From an optimization exercise on the open Yosys and OpenROAD flow, aimed at a short achievable clock period and few clock cycles; shortcuts taken in it are not production practice.
The RTL was checked by simulation tests, not by an equivalence proof against the original design.
Power is estimated from default activity; no workload was simulated.

**flow/config.mk**
```make
export PLATFORM = sky130hd
export DESIGN_NAME = mips
export DESIGN_NICKNAME = mips
export VERILOG_FILES = /design/flow/design.v
export SDC_FILE = /design/flow/constraint.sdc
export NUM_CORES = 8
export LEC_CHECK = 0
export CAP_MARGIN = 20
export CORE_MARGIN = 2
export CORE_UTILIZATION = 40
export SLEW_MARGIN = 20
```
**flow/run.sh**
```bash
#!/bin/bash
# synth_recipe.tcl (not shown) runs the flow's synth.tcl, then flattens the netlist and writes it again
# the make line also repeats each setting of config.mk as NAME=value (left out here)
make -C /OpenROAD-flow-scripts/flow DESIGN_CONFIG=/design/flow/config.mk WORK_HOME=/design/flow/orfs CLKGATE_MAP_FILE= SYNTH_SCRIPT=/design/flow/synth_recipe.tcl finish
```
**flow/design.v**
```verilog
`timescale 1ns / 1ps
module ALU(
    input [31:0] a,
    input [31:0] b,
    input [3:0] op,
    output reg [31:0] out
    );
    wire [31:0] sum = a + b;
    wire [31:0] dif = a - b;
    wire lt  = ($signed(a) < $signed(b));
    wire ltu = (a < b);
    always @(*) begin
        case (op)
            4'd0:  out = sum;
            4'd1:  out = dif;
            4'd2:  out = a & b;
            4'd3:   out = a | b;
            4'd4:  out = a ^ b;
            4'd5:  out = ~(a | b);
            4'd6:  out = a << b[4:0];
            4'd7:  out = a >> b[4:0];
            4'd8:  out = $signed(a) >>> b[4:0];
            4'd9:  out = {31'd0, lt};
            4'd10: out = {31'd0, ltu};
            4'd11:  out = {b[15:0], 16'd0};
            default:   out = sum;
        endcase
    end
endmodule
`timescale 1ns / 1ps
module GRF(
    input clk,
    input rst,
    input we,
    input [4:0] waddr,
    input [31:0] wdata,
    input [4:0] raddr_a,
    input [4:0] raddr_b,
    output [31:0] rdata_a,
    output [31:0] rdata_b
    );
    reg [31:0] r [1:31];
    integer i;
    always @(posedge clk) begin
        if (rst) begin
            for (i = 1; i < 32; i = i + 1) r[i] <= 32'd0;
        end else if (we && waddr != 5'd0) begin
            r[waddr] <= wdata;
        end
    end
    assign rdata_a = (raddr_a == 5'd0) ? 32'd0 : r[raddr_a];
    assign rdata_b = (raddr_b == 5'd0) ? 32'd0 : r[raddr_b];
endmodule
`timescale 1ns / 1ps
module MDU(
    input clk,
    input reset,
    input do_mult,
    input do_multu,
    input do_div,
    input do_divu,
    input do_mthi,
    input do_mtlo,
    input [31:0] a,
    input [31:0] b,
    output busy,
    output reg [31:0] hi,
    output reg [31:0] lo
    );
    wire ms = do_mult;
    wire signed [32:0] ma = {ms & a[31], a};
    wire signed [32:0] mb = {ms & b[31], b};
    wire signed [65:0] prod = ma * mb;
    reg        dbusy;
    reg [1:0]  dcnt;
    reg [31:0] drem, dsr, dden;
    reg        dnegq, dnegr;
    wire sa = do_div & a[31];
    wire sb = do_div & b[31];
    wire [31:0] ua = sa ? -a : a;
    wire [31:0] ub = sb ? -b : b;
    wire [1:0] c0 = (ub[31:8]  == 24'd0) ? 2'd3 :
                    (ub[31:16] == 16'd0) ? 2'd2 :
                    (ub[31:24] ==  8'd0) ? 2'd1 : 2'd0;
    reg [31:0] rem_init, sr_init;
    always @(*) begin
        case (c0)
            2'd0: begin rem_init = {8'd0,  ua[31:8]};  sr_init = {ua[7:0],  24'd0}; end
            2'd1: begin rem_init = {16'd0, ua[31:16]}; sr_init = {ua[15:0], 16'd0}; end
            2'd2: begin rem_init = {24'd0, ua[31:24]}; sr_init = {ua[23:0], 8'd0};  end
            default: begin rem_init = 32'd0;           sr_init = ua;            end
        endcase
    end
    reg [31:0] r_s, q_s;
    reg [32:0] t, d;
    integer k;
    always @(*) begin
        r_s = drem;
        q_s = dsr;
        for (k = 0; k < 8; k = k + 1) begin
            t = {r_s, q_s[31]};
            d = t - {1'b0, dden};
            if (!d[32]) begin
                r_s = d[31:0];
                q_s = {q_s[30:0], 1'b1};
            end else begin
                r_s = t[31:0];
                q_s = {q_s[30:0], 1'b0};
            end
        end
    end
    wire [31:0] q_fin = dnegq ? -q_s : q_s;
    wire [31:0] r_fin = dnegr ? -r_s : r_s;
    assign busy = dbusy;
    always @(posedge clk) begin
        if (reset) begin
            hi <= 32'd0;
            lo <= 32'd0;
            dbusy <= 1'b0;
            dcnt <= 2'd0;
        end else begin
            if (dbusy) begin
                drem <= r_s;
                dsr <= q_s;
                dcnt <= dcnt - 2'd1;
                if (dcnt == 2'd0) begin
                    dbusy <= 1'b0;
                    hi <= r_fin;
                    lo <= q_fin;
                end
            end
            if (do_mult | do_multu) begin
                hi <= prod[63:32];
                lo <= prod[31:0];
            end
            if (do_mthi) hi <= a;
            if (do_mtlo) lo <= a;
            if (do_div | do_divu) begin
                dbusy <= 1'b1;
                dcnt <= c0;
                drem <= rem_init;
                dsr <= sr_init;
                dden <= ub;
                dnegq <= sa ^ sb;
                dnegr <= sa;
            end
        end
    end
endmodule
`timescale 1ns / 1ps
module mips(
    input clk,
    input reset,
    input [31:0] i_inst_rdata,
    input [31:0] m_data_rdata,
    output [31:0] i_inst_addr,
    output [31:0] m_data_addr,
    output [31:0] m_data_wdata,
    output [3:0] m_data_byteen,
    output [31:0] m_inst_addr,
    output w_grf_we,
    output [4:0] w_grf_addr,
    output [31:0] w_grf_wdata,
    output [31:0] w_inst_addr
    );
    reg [31:0] pc_f;
    reg [31:0] ir, pc_x;
    reg        v_x;
    reg [31:0] m_addr, m_wdata, m_pc, m_res;
    reg [3:0]  m_be;
    reg        m_we, m_lw, m_lh, m_lb;
    reg [4:0]  m_waddr;
    reg [31:0] w_data, w_pc;
    reg        w_we;
    reg [4:0]  w_addr;
    assign i_inst_addr   = pc_f;
    assign m_data_addr   = m_addr;
    assign m_data_wdata  = m_wdata;
    assign m_data_byteen = m_be;
    assign m_inst_addr   = m_pc;
    assign w_grf_we      = w_we;
    assign w_grf_addr    = w_addr;
    assign w_grf_wdata   = w_data;
    assign w_inst_addr   = w_pc;
    wire [5:0] op = ir[31:26];
    wire [5:0] fn = ir[5:0];
    wire [4:0] rs = ir[25:21];
    wire [4:0] rt = ir[20:16];
    wire [4:0] rd = ir[15:11];
    wire [15:0] imm = ir[15:0];
    wire rtype = (op == 6'b000000);
    wire i_sll  = rtype & (fn == 6'b000000);
    wire i_srl  = rtype & (fn == 6'b000010);
    wire i_sra  = rtype & (fn == 6'b000011);
    wire i_sllv = rtype & (fn == 6'b000100);
    wire i_srlv = rtype & (fn == 6'b000110);
    wire i_srav = rtype & (fn == 6'b000111);
    wire i_jr   = rtype & (fn == 6'b001000);
    wire i_jalr = rtype & (fn == 6'b001001);
    wire i_mfhi = rtype & (fn == 6'b010000);
    wire i_mthi = rtype & (fn == 6'b010001);
    wire i_mflo = rtype & (fn == 6'b010010);
    wire i_mtlo = rtype & (fn == 6'b010011);
    wire i_mult = rtype & (fn == 6'b011000);
    wire i_multu= rtype & (fn == 6'b011001);
    wire i_div  = rtype & (fn == 6'b011010);
    wire i_divu = rtype & (fn == 6'b011011);
    wire i_add  = rtype & (fn == 6'b100000);
    wire i_addu = rtype & (fn == 6'b100001);
    wire i_sub  = rtype & (fn == 6'b100010);
    wire i_subu = rtype & (fn == 6'b100011);
    wire i_and  = rtype & (fn == 6'b100100);
    wire i_or   = rtype & (fn == 6'b100101);
    wire i_xor  = rtype & (fn == 6'b100110);
    wire i_nor  = rtype & (fn == 6'b100111);
    wire i_slt  = rtype & (fn == 6'b101010);
    wire i_sltu = rtype & (fn == 6'b101011);
    wire i_regimm = (op == 6'b000001);
    wire i_bltz = i_regimm & (rt == 5'b00000);
    wire i_bgez = i_regimm & (rt == 5'b00001);
    wire i_beq  = (op == 6'b000100);
    wire i_bne  = (op == 6'b000101);
    wire i_blez = (op == 6'b000110);
    wire i_bgtz = (op == 6'b000111);
    wire i_j    = (op == 6'b000010);
    wire i_jal  = (op == 6'b000011);
    wire i_addi = (op == 6'b001000);
    wire i_addiu= (op == 6'b001001);
    wire i_andi = (op == 6'b001100);
    wire i_ori  = (op == 6'b001101);
    wire i_xori = (op == 6'b001110);
    wire i_lui  = (op == 6'b001111);
    wire i_slti = (op == 6'b001010);
    wire i_sltiu= (op == 6'b001011);
    wire i_lw = (op == 6'b100011);
    wire i_lh = (op == 6'b100001);
    wire i_lb = (op == 6'b100000);
    wire i_sw = (op == 6'b101011);
    wire i_sh = (op == 6'b101001);
    wire i_sb = (op == 6'b101000);
    wire shift_s = i_sll | i_srl | i_sra;
    wire shift_v = i_sllv | i_srlv | i_srav;
    wire r_cal = i_add | i_addu | i_sub | i_subu | i_and | i_or | i_xor | i_nor |
                 i_slt | i_sltu | shift_s | shift_v;
    wire i_cal = i_addi | i_addiu | i_andi | i_ori | i_xori | i_lui | i_slti | i_sltiu;
    wire load  = i_lw | i_lh | i_lb;
    wire store = i_sw | i_sh | i_sb;
    wire md    = i_mult | i_multu | i_div | i_divu;
    wire mdu_op = md | i_mfhi | i_mflo | i_mthi | i_mtlo;
    wire use_rs = ~(i_lui | shift_s | i_mfhi | i_mflo | i_j | i_jal);
    wire use_rt = r_cal | md | i_beq | i_bne | store;
    wire        wr_x = v_x & (r_cal | i_cal | load | i_mfhi | i_mflo | i_jal | i_jalr);
    wire [4:0]  wa_x = (r_cal | i_jalr | i_mfhi | i_mflo) ? rd :
                       i_jal ? 5'd31 : rt;
    wire [31:0] rf_a, rf_b;
    GRF grf(
        .clk(clk), .rst(reset),
        .we(w_we), .waddr(w_addr), .wdata(w_data),
        .raddr_a(rs), .raddr_b(rt),
        .rdata_a(rf_a), .rdata_b(rf_b)
    );
    wire [31:0] va = (rs == 5'd0) ? 32'd0 :
                     (m_we && m_waddr == rs) ? m_res :
                     (w_we && w_addr == rs) ? w_data : rf_a;
    wire [31:0] vb = (rt == 5'd0) ? 32'd0 :
                     (m_we && m_waddr == rt) ? m_res :
                     (w_we && w_addr == rt) ? w_data : rf_b;
    wire mload = m_we & (m_lw | m_lh | m_lb);
    wire load_use = mload & ((use_rs & (m_waddr == rs)) | (use_rt & (m_waddr == rt)));
    wire mdu_busy;
    wire stall = v_x & (load_use | (mdu_op & mdu_busy));
    wire go = v_x & ~stall;
    wire sext = ~(i_andi | i_ori | i_lui);
    wire [31:0] immx = {{16{sext & imm[15]}}, imm};
    reg [3:0] aluop;
    always @(*) begin
        if (i_sub | i_subu)            aluop = 4'd1;
        else if (i_and | i_andi)       aluop = 4'd2;
        else if (i_or | i_ori)         aluop = 4'd3;
        else if (i_xor | i_xori)       aluop = 4'd4;
        else if (i_nor)                aluop = 4'd5;
        else if (i_sll | i_sllv)       aluop = 4'd6;
        else if (i_srl | i_srlv)       aluop = 4'd7;
        else if (i_sra | i_srav)       aluop = 4'd8;
        else if (i_slt | i_slti)       aluop = 4'd9;
        else if (i_sltu | i_sltiu)     aluop = 4'd10;
        else if (i_lui)                aluop = 4'd11;
        else                           aluop = 4'd0;
    end
    wire [31:0] alu_a = (shift_s | shift_v) ? vb : va;
    wire [31:0] alu_b = shift_s ? {27'd0, ir[10:6]} :
                        shift_v ? {27'd0, va[4:0]} :
                        (r_cal) ? vb : immx;
    wire [31:0] alu_out;
    ALU alu(.a(alu_a), .b(alu_b), .op(aluop), .out(alu_out));
    wire [31:0] hi, lo;
    MDU mdu(
        .clk(clk), .reset(reset),
        .do_mult(go & i_mult), .do_multu(go & i_multu),
        .do_div(go & i_div), .do_divu(go & i_divu),
        .do_mthi(go & i_mthi), .do_mtlo(go & i_mtlo),
        .a(va), .b(vb),
        .busy(mdu_busy), .hi(hi), .lo(lo)
    );
    wire [31:0] pc8 = pc_x + 32'd8;
    wire [31:0] res_x = (i_jal | i_jalr) ? pc8 :
                        i_mfhi ? hi :
                        i_mflo ? lo : alu_out;
    wire eq = (va == vb);
    wire taken = i_beq & eq | i_bne & ~eq |
                 i_blez & (va[31] | (va == 32'd0)) |
                 i_bgtz & ~va[31] & (va != 32'd0) |
                 i_bltz & va[31] | i_bgez & ~va[31];
    wire [31:0] br_target = pc_f + {{14{imm[15]}}, imm, 2'b00};
    wire [31:0] pc_next = stall ? pc_f :
                          taken ? br_target :
                          (i_j | i_jal) ? {4'b0, ir[25:0], 2'b00} :
                          (i_jr | i_jalr) ? va :
                          pc_f + 32'd4;
    wire [31:0] maddr = va + immx;
    reg [3:0] be_x;
    reg [31:0] wd_x;
    always @(*) begin
        be_x = 4'b0000;
        wd_x = vb;
        if (i_sw) be_x = 4'b1111;
        else if (i_sh) begin
            case (maddr[1:0])
                2'd0: be_x = 4'b0011;
                2'd2: begin be_x = 4'b1100; wd_x = vb << 16; end
                default: be_x = 4'b0000;
            endcase
        end else if (i_sb) begin
            case (maddr[1:0])
                2'd0: be_x = 4'b0001;
                2'd1: begin be_x = 4'b0010; wd_x = vb << 8; end
                2'd2: begin be_x = 4'b0100; wd_x = vb << 16; end
                default: begin be_x = 4'b1000; wd_x = vb << 24; end
            endcase
        end
    end
    reg [31:0] ld_data;
    always @(*) begin
        if (m_lw) ld_data = m_data_rdata;
        else if (m_lh) ld_data = m_addr[1] ? {{16{m_data_rdata[31]}}, m_data_rdata[31:16]}
                                           : {{16{m_data_rdata[15]}}, m_data_rdata[15:0]};
        else case (m_addr[1:0])
            2'd0: ld_data = {{24{m_data_rdata[7]}},  m_data_rdata[7:0]};
            2'd1: ld_data = {{24{m_data_rdata[15]}}, m_data_rdata[15:8]};
            2'd2: ld_data = {{24{m_data_rdata[23]}}, m_data_rdata[23:16]};
            default: ld_data = {{24{m_data_rdata[31]}}, m_data_rdata[31:24]};
        endcase
    end
    always @(posedge clk) begin
        if (reset) begin
            pc_f <= 32'h3000;
            v_x <= 1'b0;
            ir <= 32'd0;
            pc_x <= 32'd0;
            m_be <= 4'd0;
            m_we <= 1'b0;
            m_lw <= 1'b0; m_lh <= 1'b0; m_lb <= 1'b0;
            m_waddr <= 5'd0;
            m_addr <= 32'd0; m_wdata <= 32'd0; m_pc <= 32'd0; m_res <= 32'd0;
            w_we <= 1'b0;
            w_addr <= 5'd0;
            w_data <= 32'd0;
            w_pc <= 32'd0;
        end else begin
            pc_f <= pc_next;
            if (~stall) begin
                ir <= i_inst_rdata;
                pc_x <= pc_f;
                v_x <= 1'b1;
            end
            m_we <= go & wr_x & (wa_x != 5'd0);
            m_waddr <= wa_x;
            m_lw <= i_lw; m_lh <= i_lh; m_lb <= i_lb;
            m_be <= go ? be_x : 4'd0;
            m_addr <= maddr;
            m_wdata <= wd_x;
            m_pc <= pc_x;
            m_res <= res_x;
            w_we <= m_we;
            w_addr <= m_waddr;
            w_data <= (m_lw | m_lh | m_lb) ? ld_data : m_res;
            w_pc <= m_pc;
        end
    end
endmodule
```
**flow/constraint.sdc**
```tcl
create_clock -name core_clock -period 98.0 [get_ports {clk}]
set_input_delay 19.6000 -clock core_clock [delete_from_list [all_inputs] [get_ports {clk}]]
set_output_delay 19.6000 -clock core_clock [all_outputs]
set_load 0.01 [all_outputs]
```
==> flow_summary.json, run 1 <==
{
  "status": "timing/DRC/antenna clean",
  "synth_top_area_cell": "edfxtp_1",
  "clkLatencyLatePin_ns": 0.94,
  "seqCellArea_mm2": 0.0414,
  "async_reset_ff_share_pct": 0,
  "gr-total-overflow": 0,
  "max_freq_mhz": 28.3,
  "first_pass_iters": 7,
  "period_needed_ns": 35.31,
  "start_util_pct": 40.1,
  "ios": 268,
  "finalWirelength_mm": 605,
  "worstMarginPinSlew_ns": 1.36,
  "synth_edf_count": 1122,
  "final.setup.tns_ns": 0,
  "skew_ns": 0.109,
  "area_growth_pct": 11.1,
  "dpl.hpwl_mm": 430,
  "timing.slew.headroom_pct": 8.76,
  "arrival_ns": 36.11,
  "max_stage_delay_ns": 0.69,
  "cpMaxStageDelayCell": "edfxtp_1",
  "cts_buffers": 175,
  "drive_gt1_share_pct": 11.7,
  "dieArea_mm2": 0.361,
  "seqPwrFrac_pct": 14.7,
  "hold_path_class": "register to register",
  "synth.cell_area_mm2": 0.142,
  "drtAntennaViolNets": 0,
  "finalCritPeriodShare_pct": 36.0,
  "critPathMostFrequentCell": "a21oi_1",
  "synth_top_area_share_pct": 23.7,
  "power.switching_mw": 2.92,
  "switching_share_pct": 56.0,
  "die_h_um": 600,
  "p_leak_nw": 62.1,
  "cts_hold_buf": 0,
  "worstSetupEndpointType": "register",
  "crit_fanout": 45,
  "post_cts_resized": 0,
  "critPathBufInv": 14,
  "ys_warn_count": 4,
  "cts-root-buf": "clkbuf_16",
  "drc": 0,
  "netlist_instances": 14400,
  "viasPerCell": 6.16,
  "ir_worst_vdd_mv": 0.0974,
  "p_comb_share_pct": 72.3,
  "vias": 118000,
  "crit_type": "register to register",
  "multi_input_area_mm2": 0.0940,
  "htree_levels": 4,
  "ys_seq_area_share_pct": 29.1,
  "clock_power_share_pct": 13.0,
  "final_nets": 16100,
  "cp.required_ns": 98.80,
  "globalplace.congestion": 1.06,
  "coreArea_mm2": 0.355,
  "numPortBuffers": 267,
  "slew_violations": 0,
  "antenna_found_initial": 67,
  "std_cell_rows": 219,
  "fin_util_pct": 44.6,
  "grt_pass1_vias": 115000,
  "final-setup-viol-count": 0,
  "path_clk_slew_ns": 0.06,
  "clock_path_buffers": 4,
  "rsz0062_at_grt": "no",
  "start_kind": "register",
  "p_total_mw": 5.22,
  "drtIter0Drc": 15000,
  "fillCellCount": 33700,
  "ys_seq_elements": 1507,
  "grt_max_degree": 107,
  "routedWlPerCell_um": 31.5,
  "post_synth_num_cell_types": 106,
  "pwr_density_cell_mw_per_mm2": 33.0,
  "synth_area_leaders": "edfxtp_1 (24%), fa_1 (16%), mux4_2 (10%)",
  "internal_power_mw": 2.30,
  "maxCapViolations": 0,
  "finalHoldViolations": 0,
  "dieWidth_um": 600,
  "cts_tree": "built",
  "synth_ff_type": "edfxtp_1",
  "synth.avg_cell_area_um2": 9.90,
  "grt_util_all_layers_pct": 32.9,
  "cp_top_family": "compound AO/OA/AOI/OAI gates",
  "clock-sinks": 1507,
  "grt_pass1_wl_mm": 856,
  "post-cts-setup-buffers": 0
}
synth_stat cells (all sizes together), types with 35 or more instances:
cell and n:
a221oi 100, nor2b 146, o21ai 623, a22oi 45, mux2 82, nand4 44, o211ai 113, nor3 167
or3 57, a21boi 35, a21o 160, nor4 55, xor2 216, mux2i 180, xnor2 335, a31oi 75
edfxtp 1122, nor2 852, clkbuf 793, nand2b 125, buf 200, mux4 643, inv 1303, o21bai 67
o31ai 41, and2 1058, and3 150, nand3 149, ha 664, o21a 57, a211oi 127, fa 1137
nand2 1778, a21oi 835, dfxtp 385, o22ai 53, o221ai 68
worst reg2reg max path, delay by kind of cell, from the launching register on:
kind | cells | cell delay [ns]
AO/OA/AOI/OAI | 70 | 18.64
XOR/XNOR | 6 | 1.72
adder cells (fa/ha/maj) | 9 | 3.72
buffers and inverters | 14 | 4.21
flip-flops | 1 | 0.69
AND/OR/NAND/NOR | 27 | 6.22
flip-flops by register name, summed over array words and instances (netlist names), 2 cells and up, named ones only:
register / flops
grf.r: 1024
ir: 32
m_addr: 32
m_be: 4
m_pc: 32
m_res: 32
m_waddr: 5
m_wdata: 32
mdu.dcnt: 2
mdu.dden: 32
mdu.drem: 32
mdu.dsr: 32
mdu.hi: 32
mdu.lo: 32
pc_f: 32
pc_x: 32
w_addr: 5
w_data: 32
w_pc: 32
path summary, 6_finish.rpt:
check / from / endpoint / slack (ns) / depth (start not counted)
setup / recovery: mdu.dden[1]$_DFFE_PP_ / mdu.lo[28]$_SDFFE_PP0P_ / 62.69 / 126
hold / removal: m_pc[2]$_SDFF_PP0_ / w_pc[2]$_SDFF_PP0_ / 0.45 / 1
setup reg to reg: mdu.dden[1]$_DFFE_PP_ / mdu.lo[28]$_SDFFE_PP0P_ / 62.69 / 126
hold reg to reg: m_pc[2]$_SDFF_PP0_ / w_pc[2]$_SDFF_PP0_ / 0.45 / 1
through the flow:
step	cells	hold WS [ns]	area (um2)	worst slack, ns
after global routing	19200	0.477	158000	59.79
after detailed placement	18900	0.457	152000	62.93
after global placement	18900	0.442	152000	63.23
after floorplan	14400	0.437	142000	65.55
after CTS	19200	0.466	158000	62.72
final	19200	0.448	158000	62.69
layout by cell type, fill, tap and decap left out, types with 53 or more instances in the layout:
cell type	count
a211oi_1	125
a21o_1	158
a21oi_1	769
a21oi_4	60
a221oi_1	100
a31oi_1	75
and2_1	1054
and3_1	148
buf_4	412
clkbuf_16	183
clkdlybuf4s50_1	266
dfxtp_1	373
edfxtp_1	1122
fa_1	1137
ha_1	664
inv_1	1301
mux2_2	80
mux2i_1	177
mux4_2	643
nand2_1	1773
nand2b_1	125
nand3_1	145
nor2_1	813
nor2b_1	145
nor3_1	154
o211ai_1	112
o21a_1	56
o21ai_0	570
o21bai_1	67
o221ai_1	68
o22ai_1	53
or3_1	54
xnor2_1	331
xor2_1	211
final cells by class:
cell class | instances | share of cell area [%]
multi-input cells | 10600 | 59.5
flip-flops and latches | 1507 | 26.2
well taps | 4751 | 3.76
repair buffers | 687 | 3.75
inverters | 1316 | 3.13
clock buffers | 228 | 3.10
clock inverters | 89 | 0.533
diodes | 43 | 0.0681
kinds of logic (layout without fill, tap and decap cells):
logic type / after synthesis / after routing / share of synthesized area (%)
buffers and inverters: 2309 / 2320 / 6.10
AND/OR/NAND/NOR: 4674 / 4674 / 15.8
AO/OA/AOI/OAI: 2631 / 2631 / 11.7
multiplexers: 905 / 905 / 12.1
other: 1 / 75 / 0.00264
flip-flops: 1507 / 1507 / 29.1
XOR/XNOR: 551 / 551 / 3.41
adder cells (fa/ha/maj): 1801 / 1801 / 21.8
per-layer routing:
layer  track usage [%]  vias up  share of wire [%]
li1                  -    49700                  -
met1              40.3    58900                 36
met2              49.6     7592                 43
met3              9.21     2133                 12
met4              24.4       36                9.2
met5            0.0132        -              0.039
power by group through the flow:
stage	clock network (mW)	logic (mW)	registers [mW]
finish	0.679	3.77	0.767
global route	0.705	3.93	0.768
CTS	0.680	3.54	0.765
detailed placement	0	3.51	0.778
global placement	0	3.50	0.777
floorplan	0	2.13	0.767
Testbench counts, summed over its fixed seeds: cycles 72,867.
==> inputs of run 2 (changes only) <==
--- a/flow/design.v
+++ b/flow/design.v
@@ -65,7 +65,11 @@
     input [31:0] b,
     output busy,
-    output reg [31:0] hi,
-    output reg [31:0] lo
+    output [31:0] hi,
+    output [31:0] lo
     );
+    reg [31:0] hi_r, lo_r;
+    reg        hi_neg, lo_neg;
+    assign hi = hi_neg ? -hi_r : hi_r;
+    assign lo = lo_neg ? -lo_r : lo_r;
     wire ms = do_mult;
     wire signed [32:0] ma = {ms & a[31], a};
@@ -73,5 +77,5 @@
     wire signed [65:0] prod = ma * mb;
     reg        dbusy;
-    reg [1:0]  dcnt;
+    reg [2:0]  dcnt;
     reg [31:0] drem, dsr, dden;
     reg        dnegq, dnegr;
@@ -80,13 +84,25 @@
     wire [31:0] ua = sa ? -a : a;
     wire [31:0] ub = sb ? -b : b;
-    wire [1:0] c0 = (ub[31:8]  == 24'd0) ? 2'd3 :
-                    (ub[31:16] == 16'd0) ? 2'd2 :
-                    (ub[31:24] ==  8'd0) ? 2'd1 : 2'd0;
+    reg [2:0] c0;
+    always @(*) begin
+        if (ub[31:28] != 4'd0)      c0 = 3'd0;
+        else if (ub[27:24] != 4'd0) c0 = 3'd1;
+        else if (ub[23:20] != 4'd0) c0 = 3'd2;
+        else if (ub[19:16] != 4'd0) c0 = 3'd3;
+        else if (ub[15:12] != 4'd0) c0 = 3'd4;
+        else if (ub[11:8] != 4'd0)  c0 = 3'd5;
+        else if (ub[7:4] != 4'd0)   c0 = 3'd6;
+        else                        c0 = 3'd7;
+    end
     reg [31:0] rem_init, sr_init;
     always @(*) begin
         case (c0)
-            2'd0: begin rem_init = {8'd0,  ua[31:8]};  sr_init = {ua[7:0],  24'd0}; end
-            2'd1: begin rem_init = {16'd0, ua[31:16]}; sr_init = {ua[15:0], 16'd0}; end
-            2'd2: begin rem_init = {24'd0, ua[31:24]}; sr_init = {ua[23:0], 8'd0};  end
+            3'd0: begin rem_init = {4'd0,  ua[31:4]};  sr_init = {ua[3:0],  28'd0}; end
+            3'd1: begin rem_init = {8'd0,  ua[31:8]};  sr_init = {ua[7:0],  24'd0}; end
+            3'd2: begin rem_init = {12'd0, ua[31:12]}; sr_init = {ua[11:0], 20'd0}; end
+            3'd3: begin rem_init = {16'd0, ua[31:16]}; sr_init = {ua[15:0], 16'd0}; end
+            3'd4: begin rem_init = {20'd0, ua[31:20]}; sr_init = {ua[19:0], 12'd0}; end
+            3'd5: begin rem_init = {24'd0, ua[31:24]}; sr_init = {ua[23:0], 8'd0};  end
+            3'd6: begin rem_init = {28'd0, ua[31:28]}; sr_init = {ua[27:0], 4'd0};  end
             default: begin rem_init = 32'd0;           sr_init = ua;            end
         endcase
@@ -98,5 +114,5 @@
         r_s = drem;
         q_s = dsr;
-        for (k = 0; k < 8; k = k + 1) begin
+        for (k = 0; k < 4; k = k + 1) begin
             t = {r_s, q_s[31]};
             d = t - {1'b0, dden};
@@ -110,30 +126,34 @@
         end
     end
-    wire [31:0] q_fin = dnegq ? -q_s : q_s;
-    wire [31:0] r_fin = dnegr ? -r_s : r_s;
     assign busy = dbusy;
     always @(posedge clk) begin
         if (reset) begin
-            hi <= 32'd0;
-            lo <= 32'd0;
+            hi_r <= 32'd0;
+            lo_r <= 32'd0;
+            hi_neg <= 1'b0;
+            lo_neg <= 1'b0;
             dbusy <= 1'b0;
-            dcnt <= 2'd0;
+            dcnt <= 3'd0;
         end else begin
             if (dbusy) begin
                 drem <= r_s;
                 dsr <= q_s;
-                dcnt <= dcnt - 2'd1;
-                if (dcnt == 2'd0) begin
+                dcnt <= dcnt - 3'd1;
+                if (dcnt == 3'd0) begin
                     dbusy <= 1'b0;
-                    hi <= r_fin;
-                    lo <= q_fin;
+                    hi_r <= r_s;
+                    lo_r <= q_s;
+                    hi_neg <= dnegr;
+                    lo_neg <= dnegq;
                 end
             end
             if (do_mult | do_multu) begin
-                hi <= prod[63:32];
-                lo <= prod[31:0];
+                hi_r <= prod[63:32];
+                lo_r <= prod[31:0];
+                hi_neg <= 1'b0;
+                lo_neg <= 1'b0;
             end
-            if (do_mthi) hi <= a;
-            if (do_mtlo) lo <= a;
+            if (do_mthi) begin hi_r <= a; hi_neg <= 1'b0; end
+            if (do_mtlo) begin lo_r <= a; lo_neg <= 1'b0; end
             if (do_div | do_divu) begin
                 dbusy <= 1'b1;
@@ -164,4 +184,7 @@
     output [31:0] w_inst_addr
     );
+    reg rst_r;
+    always @(posedge clk) rst_r <= reset;
+    wire rst_q = reset | rst_r;
     reg [31:0] pc_f;
     reg [31:0] ir, pc_x;
@@ -255,5 +278,5 @@
     wire [31:0] rf_a, rf_b;
     GRF grf(
-        .clk(clk), .rst(reset),
+        .clk(clk), .rst(rst_r),
         .we(w_we), .waddr(w_addr), .wdata(w_data),
         .raddr_a(rs), .raddr_b(rt),
@@ -296,5 +319,5 @@
     wire [31:0] hi, lo;
     MDU mdu(
-        .clk(clk), .reset(reset),
+        .clk(clk), .reset(rst_r),
         .do_mult(go & i_mult), .do_multu(go & i_multu),
         .do_div(go & i_div), .do_divu(go & i_divu),
@@ -353,15 +376,22 @@
     end
     always @(posedge clk) begin
-        if (reset) begin
+        if (rst_q) begin
+            m_be <= 4'd0;
+            w_we <= 1'b0;
+        end else begin
+            m_be <= go ? be_x : 4'd0;
+            w_we <= m_we;
+        end
+    end
+    always @(posedge clk) begin
+        if (rst_r) begin
             pc_f <= 32'h3000;
             v_x <= 1'b0;
             ir <= 32'd0;
             pc_x <= 32'd0;
-            m_be <= 4'd0;
             m_we <= 1'b0;
             m_lw <= 1'b0; m_lh <= 1'b0; m_lb <= 1'b0;
             m_waddr <= 5'd0;
             m_addr <= 32'd0; m_wdata <= 32'd0; m_pc <= 32'd0; m_res <= 32'd0;
-            w_we <= 1'b0;
             w_addr <= 5'd0;
             w_data <= 32'd0;
@@ -377,10 +407,8 @@
             m_waddr <= wa_x;
             m_lw <= i_lw; m_lh <= i_lh; m_lb <= i_lb;
-            m_be <= go ? be_x : 4'd0;
             m_addr <= maddr;
             m_wdata <= wd_x;
             m_pc <= pc_x;
             m_res <= res_x;
-            w_we <= m_we;
             w_addr <= m_waddr;
             w_data <= (m_lw | m_lh | m_lb) ? ld_data : m_res;
==> flow/flow/run.sh (new file) <==
#!/bin/bash
set -euo pipefail
MARGIN=$(cat flow/margin.txt)
bash standard.sh SETUP_SLACK_MARGIN=$MARGIN finish > flow_standard.log 2>&1
==> flow/flow/margin.txt (new file) <==
77
==> flow/standard.sh (new file) <==
#!/bin/bash
# synth_recipe.tcl (not shown) runs the flow's synth.tcl, then flattens the netlist and writes it again
# the make line also repeats each setting of config.mk as NAME=value (left out here)
make -C /OpenROAD-flow-scripts/flow DESIGN_CONFIG=/design/flow/config.mk WORK_HOME=/design/flow/orfs CLKGATE_MAP_FILE= SYNTH_SCRIPT=/design/flow/synth_recipe.tcl "${@:-finish}"
removed: flow/run.sh
==> run 2 against run 1 <==
Against the previous run:
- global-route usage up 2.9 points
- fmax rose by 66%
- clock power is 3% higher
- synthesized area is 3.6% lower
- clock skew increased by 0.10 ns
- final cell count down 4.6%
- worst hold slack improved by 0.011 ns
- die area down 3.6%
- via count is 1.7% lower
- combinational power rose by 3%
- critical endpoint is now w_grf_wdata[7]
- largest cell class unchanged
==> flow_summary.json, run 2 <==
{
  "ios": 268,
  "dieWidth_um": 590,
  "p_leak_nw": 61.2,
  "pwr_density_cell_mw_per_mm2": 34.7,
  "final.setup.tns_ns": 0,
  "start_kind": "register",
  "cts-root-buf": "clkbuf_16",
  "setup_slack_ns": 76.79,
  "clock_power_share_pct": 13.1,
  "internal_power_mw": 2.37,
  "worstMarginPinSlew_ns": 1.35,
  "grt_util_all_layers_pct": 35.8,
  "max_stage_delay_ns": 0.51,
  "p_comb_share_pct": 73.0,
  "dpl.hpwl_mm": 427,
  "routedWlPerCell_um": 34.5,
  "globalplace.congestion": 1.06,
  "synth_top_family_by_area": "adder cells",
  "finalHoldViolations": 0,
  "synth-xor-area-share_pct": 2.94,
  "grt_pass1_wl_mm": 879,
  "top_register": "grf.r",
  "synth.avg_cell_area_um2": 10.1,
  "ir_worst_vdd_mv": 0.257,
  "period_needed_ns": 21.21,
  "gr-total-overflow": 0,
  "r2r_setup_slack_ns": 80.06,
  "cts_tree": "built",
  "first_pass_iters": 10,
  "drc": 0,
  "timing.slew.headroom_pct": 9.11,
  "synth_top_area_cell": "edfxtp_1",
  "cts_hold_buf": 0,
  "final_common_cell": "nand2_1",
  "synth_compound_area_share_pct": 10.8,
  "crit_type": "register to output pin",
  "async_reset_ff_share_pct": 0,
  "cpMaxStageDelayCell": "dfxtp_4",
  "final_nets": 15300,
  "coreArea_mm2": 0.342,
  "ys_seq_area_share_pct": 30.2,
  "synth_top_area_share_pct": 24.6,
  "synth_ff_type": "edfxtp_1",
  "placedCellCount": 17800,
  "finalCritPeriodShare_pct": 21.6,
  "crit_cells": 1,
  "r2r_cells": 59,
  "largest_reg_flops": 1024,
  "antenna_found_initial": 107,
  "seqPwrFrac_pct": 13.9,
  "slew_violations": 0,
  "cp_top_family": "flip-flops",
  "drtIter0Drc": 17900,
  "instances_no_fill": 18300,
  "start_util_pct": 40.1,
  "vias": 116000,
  "grt_max_degree": 151,
  "crit_fanout": 2,
  "r2r_start": "mdu.dden[1]$_DFFE_PP_",
  "synth_area_leaders": "edfxtp_1 (25%), fa_1 (17%), mux4_2 (9.7%)",
  "synth-adder-area-share_pct": 21.4,
  "p_total_mw": 5.34,
  "muxShareOfSynthArea_pct": 12.4,
  "clock_path_buffers": 4,
  "worstSetupEndpointType": "output pin",
  "synth.most_common_cell": "nand2_1",
  "netlist_instances": 13600,
  "cp.required_ns": 78.40,
  "finalInstanceArea_mm2": 0.154,
  "synth_edf_count": 1122,
  "htree_levels": 4,
  "crit_end": "w_grf_wdata[7]",
  "ys_warn_count": 4,
  "finalWirelength_mm": 632,
  "clock-sinks": 1511,
  "maxCapViolations": 0,
  "switching_share_pct": 55.6,
  "area_growth_pct": 12.1,
  "std_cell_rows": 215,
  "viasPerCell": 6.35,
  "cts_buffers": 178,
  "arrival_ns": 1.61,
  "rr_endpoint": "mdu.drem[26]$_DFFE_PP_",
  "synth-simple-area-share_pct": 15.4,
  "dieArea_mm2": 0.348,
  "status": "timing/DRC/antenna clean",
  "place_ws_ns": 76.41,
  "place_area_mm2": 0.146,
  "ys_seq_elements": 1511,
  "drive_gt1_share_pct": 14.7,
  "startpoint": "w_data[7]$_SDFF_PP0_",
  "path_cells": "buf_6",
  "path_clk_slew_ns": 0.06,
  "power.switching_mw": 2.97,
  "drtAntennaViolNets": 0,
  "rsz0062_at_grt": "yes",
  "grt_pass1_vias": 112000,
  "post_synth_num_cell_types": 100,
  "synth.cell_area_mm2": 0.137,
  "die_h_um": 590,
  "max_freq_mhz": 47.1,
  "critPathBufInv": 1,
  "numPortBuffers": 267,
  "synthTopCellsByCount": "nand2_1 (1571), inv_1 (1360), fa_1 (1133), edfxtp_1 (1122), and2_1 (1078)",
  "final-setup-viol-count": 0,
  "clkLatencyLatePin_ns": 1.02,
  "hold_path_class": "register to register",
  "hold_path_depth": 1,
  "skew_ns": 0.211,
  "final_cell_mix": "nand2_1 (1564), inv_1 (1355), fa_1 (1132)"
}
run 2: changes by cell type in the layout (fill, tap and decap cells not counted), moves of 63 or more:
cell             previous run  this run
o21ai_0                   570       400
nand2_1                  1773      1564
nor3_1                    154       263
dfxtp_4                     8        74
a21oi_1                   769       609
and3_1                    148        85
clkdlybuf4s50_1           266        65
ha_1                      664       537
dfxtp_1                   373       305
a21o_1                    158        91
buf_2                       0        97
nor2_1                    813       615
buf_4                     412       508
mux2i_1                   177       268
run 2: worst min-delay path by stage:
stage / startpoint / to / slack, ns
3_5_place_dp: m_pc[31]$_SDFF_PP0_ / w_pc[31]$_SDFF_PP0_ / 0.45
5_1_grt: m_pc[31]$_SDFF_PP0_ / w_pc[31]$_SDFF_PP0_ / 0.47
2_1_floorplan: pc_x[0]$_SDFFE_PP0N_ / pc_x[0]$_SDFFE_PP0N_ / 0.44
3_3_place_gp: m_pc[4]$_SDFF_PP0_ / w_pc[4]$_SDFF_PP0_ / 0.45
4_1_cts: m_pc[31]$_SDFF_PP0_ / w_pc[31]$_SDFF_PP0_ / 0.46
6_report: m_pc[31]$_SDFF_PP0_ / w_pc[31]$_SDFF_PP0_ / 0.46
run 2: cell families after synthesis:
group                    Yosys count
adder cells (fa/ha/maj)         1670
XOR/XNOR                         461
multiplexers                     948
buffers and inverters           2407
other                              1
AND/OR/NAND/NOR                 4311
AO/OA/AOI/OAI                   2263
flip-flops                      1511
run 2: power groups by stage:
stage	logic, mW	registers [mW]	clock network, mW
CTS	3.67	0.741	0.699
floorplan	2.04	0.745	0
detailed placement	3.63	0.755	0
global placement	3.63	0.754	0
global route	4.08	0.746	0.721
finish	3.90	0.745	0.699
run 2: per-stage QoR:
stage | hold slack, ns | util (%)
CTS | 0.461 | 44.9
global route | 0.470 | 44.9
finish | 0.459 | 44.9
global placement | 0.453 | 42.7
detailed placement | 0.452 | 42.7
floorplan | 0.437 | -
run 2: layout make-up:
type / instances / area [um2]
well taps: 4557 / 5700
flip-flops and latches: 1511 / 41800
diodes: 79 / 198
fillers: 32300 / 188000
repair buffers: 812 / 7210
inverters: 1369 / 5150
clock buffers: 219 / 4790
clock inverters: 105 / 1130
multi-input cells: 9685 / 87800
run 2: layer usage:
layer  vias to the layer above  GRT usage [%]  wire [um]
met4                        86           28.1      61800
li1                      47100              -          -
met5                         -          0.438        756
met1                     57900           44.0     222000
met2                      8886           50.5     259000
met3                      2467           13.6      89000
run 2: repair_timing:
action,in CTS,in global routing
setup endpoints to repair,202,51
buffers inserted,90,7
gates cloned,21,0
gates resized for setup,1033,20
Testbench counts of run 2, summed over its fixed seeds: cycles 73,465.
==> inputs of run 3 (changes only) <==
--- a/flow/design.v
+++ b/flow/design.v
@@ -197,4 +197,7 @@
     reg        w_we;
     reg [4:0]  w_addr;
+    reg [31:0] wo_data;
+    reg        wo_we;
+    reg [4:0]  wo_addr;
     assign i_inst_addr   = pc_f;
     assign m_data_addr   = m_addr;
@@ -202,7 +205,7 @@
     assign m_data_byteen = m_be;
     assign m_inst_addr   = m_pc;
-    assign w_grf_we      = w_we;
-    assign w_grf_addr    = w_addr;
-    assign w_grf_wdata   = w_data;
+    assign w_grf_we      = wo_we;
+    assign w_grf_addr    = wo_addr;
+    assign w_grf_wdata   = wo_data;
     assign w_inst_addr   = w_pc;
     wire [5:0] op = ir[31:26];
@@ -379,7 +382,9 @@
             m_be <= 4'd0;
             w_we <= 1'b0;
+            wo_we <= 1'b0;
         end else begin
             m_be <= go ? be_x : 4'd0;
             w_we <= m_we;
+            wo_we <= m_we;
         end
     end
@@ -396,4 +401,6 @@
             w_addr <= 5'd0;
             w_data <= 32'd0;
+            wo_addr <= 5'd0;
+            wo_data <= 32'd0;
             w_pc <= 32'd0;
         end else begin
@@ -413,4 +420,6 @@
             w_addr <= m_waddr;
             w_data <= (m_lw | m_lh | m_lb) ? ld_data : m_res;
+            wo_addr <= m_waddr;
+            wo_data <= (m_lw | m_lh | m_lb) ? ld_data : m_res;
             w_pc <= m_pc;
         end
==> run 3 against run 2 <==
Against the previous run:
- die area grew 0.26%
- routed wire length decreased by 0.94%
- global-route usage decreased by 0.32 points
- sequential share of layout area fell by 0.13 points
- cell area grew 0.55%
- still clean on timing, DRC and antenna
- worst hold slack worse by 0.0028 ns
- critical path depth is 1 higher
==> flow_summary.json, run 3 <==
{
  "gr-total-overflow": 0,
  "dieWidth_um": 590,
  "synth.most_common_cell": "nand2_1",
  "grt_util_all_layers_pct": 35.5,
  "clock-sinks": 1511,
  "timing.slew.headroom_pct": 4.22,
  "std_cell_rows": 215,
  "ys_seq_elements": 1511,
  "final.setup.tns_ns": 0,
  "synth.cell_area_mm2": 0.138,
  "ys_seq_area_share_pct": 30.2,
  "async_reset_ff_share_pct": 0,
  "first_pass_iters": 9,
  "area_growth_pct": 12.4,
  "crit_fanout": 2,
  "drc": 0,
  "coreArea_mm2": 0.343,
  "antenna_found_initial": 88,
  "cts_tree": "built",
  "skew_ns": 0.116,
  "final_nets": 15300,
  "synth_edf_count": 1122,
  "grt_max_degree": 110,
  "final-setup-viol-count": 0,
  "clkLatencyLatePin_ns": 0.97,
  "rsz0062_at_grt": "yes",
  "numPortBuffers": 267,
  "hold_path_class": "register to register",
  "synth_top_area_share_pct": 24.5,
  "p_leak_nw": 61.6,
  "clock_path_buffers": 4,
  "htree_levels": 4,
  "die_h_um": 590,
  "ios": 268,
  "globalplace.congestion": 1.08,
  "finalInstanceArea_mm2": 0.155,
  "grt_pass1_wl_mm": 872,
  "place_area_mm2": 0.147,
  "finalHoldViolations": 0,
  "setup_slack_ns": 76.81,
  "maxCapViolations": 0,
  "start_kind": "register",
  "routedWlPerCell_um": 34.2,
  "synth.avg_cell_area_um2": 10.2,
  "ys_warn_count": 4,
  "synthTopCellsByCount": "nand2_1 (1488), inv_1 (1381), and2_1 (1139), fa_1 (1133), edfxtp_1 (1122)",
  "fin_util_pct": 45.1,
  "max_freq_mhz": 47.2,
  "ir_worst_vdd_mv": 0.0884,
  "synth_ff_type": "edfxtp_1",
  "arrival_ns": 1.59,
  "synth_area_leaders": "edfxtp_1 (24%), fa_1 (16%), mux4_2 (10%)",
  "finalWirelength_mm": 627,
  "drtIter0Drc": 15800,
  "drive_gt1_share_pct": 15.7,
  "synth_top_area_cell": "edfxtp_1",
  "final_common_cell": "nand2_1",
  "cts_buffers": 179,
  "cp.required_ns": 78.40,
  "netlist_instances": 13500,
  "place_ws_ns": 76.50,
  "pwr_density_cell_mw_per_mm2": 25.3,
  "start_util_pct": 40.1,
  "crit_type": "register to output pin",
  "path_clk_slew_ns": 0.06,
  "vias": 115000,
  "post_synth_num_cell_types": 106,
  "period_needed_ns": 21.19,
  "slew_violations": 0,
  "drtAntennaViolNets": 0,
  "dpl.hpwl_mm": 436,
  "largest_reg_flops": 1024,
  "cts-root-buf": "clkbuf_16",
  "worstMarginPinSlew_ns": 1.43,
  "cts_hold_buf": 0,
  "worstSetupEndpointType": "output pin",
  "top_register": "grf.r",
  "viasPerCell": 6.28,
  "grt_pass1_vias": 112000,
  "status": "timing/DRC/antenna clean",
  "final_cell_mix": "nand2_1 (1484), inv_1 (1377), and2_1 (1135)",
  "finalCritPeriodShare_pct": 21.6,
  "dieArea_mm2": 0.349
}
run 3: changes by cell type in the layout (fill, tap and decap cells not counted), sizes merged, moves of 30 or more:
cell    before   now
mux2i      268   183
o22ai      111    77
nand3      124   185
nor2       657   722
a222oi      58    19
buf        685   721
and2      1081  1141
nor2b      163   124
and3        86    54
mux4       589   638
a211oi     130   100
nand2     1574  1489
o21ai      473   505
run 3: repair_timing:
action / in CTS / in global routing
setup endpoints to repair: 202 / 64
buffers inserted: 94 / 6
gates cloned: 29 / 0
gates resized for setup: 1128 / 29
run 3: path summary, 6_finish.rpt:
kind                           end  slack (ns)              startpoint  cells after the start
min reg2reg     w_pc[4]$_SDFF_PP0_        0.46      m_pc[4]$_SDFF_PP0_                      1
max reg2reg  mdu.drem[2]$_DFFE_PP_       79.67   mdu.dden[0]$_DFFE_PP_                     58
max                w_grf_wdata[30]       76.81  wo_data[30]$_SDFF_PP0_                      2
min             w_pc[4]$_SDFF_PP0_        0.46      m_pc[4]$_SDFF_PP0_                      1
run 3: metrics by stage:
stage | hold WS [ns] | instances | power [mW]
final | 0.456 | 18300 | 3.91
after global routing | 0.466 | 18300 | 4.12
after CTS | 0.459 | 18300 | 3.84
after detailed placement | 0.453 | 17800 | 3.11
after global placement | 0.450 | 17800 | 3.10
after floorplan | 0.440 | 13600 | 2.29
run 3: power by group:
part | switching [mW] | internal [mW]
clock | 0.306 | 0.390
combinational | 1.58 | 0.893
sequential | 0.0261 | 0.714
run 3: critical path, cell delays in order (launching register included):
cell and delay [ns]:
dfxtp_4 0.36, buf_12 0.14, buf_8 0.13
run 3: final cells by class:
cell class,count,area (um2)
Fill cell,32500,188000
Multi-Input combinational cell,9665,88300
Sequential cell,1511,41800
Timing Repair Buffer,827,7550
Tap cell,4557,5700
Inverter,1389,5220
Clock buffer,234,4950
Clock inverter,93,936
Antenna cell,66,165
run 3: cell families (layout without fill, tap and decap cells):
logic type | count (synthesis) | in the layout | synth area share, %
AOI/OAI and AO/OA | 2266 | 2266 | 10.8
xor gates and xnor gates | 448 | 448 | 2.86
adders and majority gates | 1670 | 1670 | 21.4
buffers and inverters | 2390 | 2543 | 6.70
DFF | 1511 | 1511 | 30.2
muxes | 940 | 940 | 12.8
other | 1 | 98 | 0.00273
and+or+nand+nor | 4309 | 4309 | 15.4
run 3: routing by layer:
layer	GRT usage (%)	up-vias	part of all wire (%)
li1	-	47100	-
met3	11.4	2207	12
met2	52.5	8007	43
met4	30.4	42	11
met5	0.164	-	0.061
met1	41.8	57800	34
Testbench counts of run 3, summed over its fixed seeds: cycles 73,465.

[port drivers added, routing unchanged]
Ports are ideal in the flow. The routed layouts listed here were re-timed in OpenROAD. Step 1 (the two cells are an assumption about what drives the block):
set clk [get_ports {clk}]
set_driving_cell -lib_cell sky130_fd_sc_hd__clkbuf_16 $clk
set_driving_cell -lib_cell sky130_fd_sc_hd__buf_2 [delete_from_list [all_inputs] $clk]
Step 2 times the ports against the registers' clock, not the clock port: input delays grow and output delays shrink by t, the midpoint of the rising clock arrivals with the driver on. Three values: ideal ports, drivers, drivers and shift; two values: the first two.
run	t (ns)	setup WS [ns]	hold WS [ns]	pins driven straight from the clock port
run 1	0.964	62.690 / 62.690 / 62.690	0.448 / 0.448 / 0.448	1
run 2	0.994	76.789 / 76.706 / 76.303	0.459 / 0.459 / 0.459	1
run 3	0.995	76.806 / 76.720 / 76.459	0.456 / 0.456 / 0.456	1
After both steps setup and hold are still met in every run listed. For run 2, which loses most, drivers alone change the setup slack by -0.083 ns; drivers and shift together by -0.486 ns.
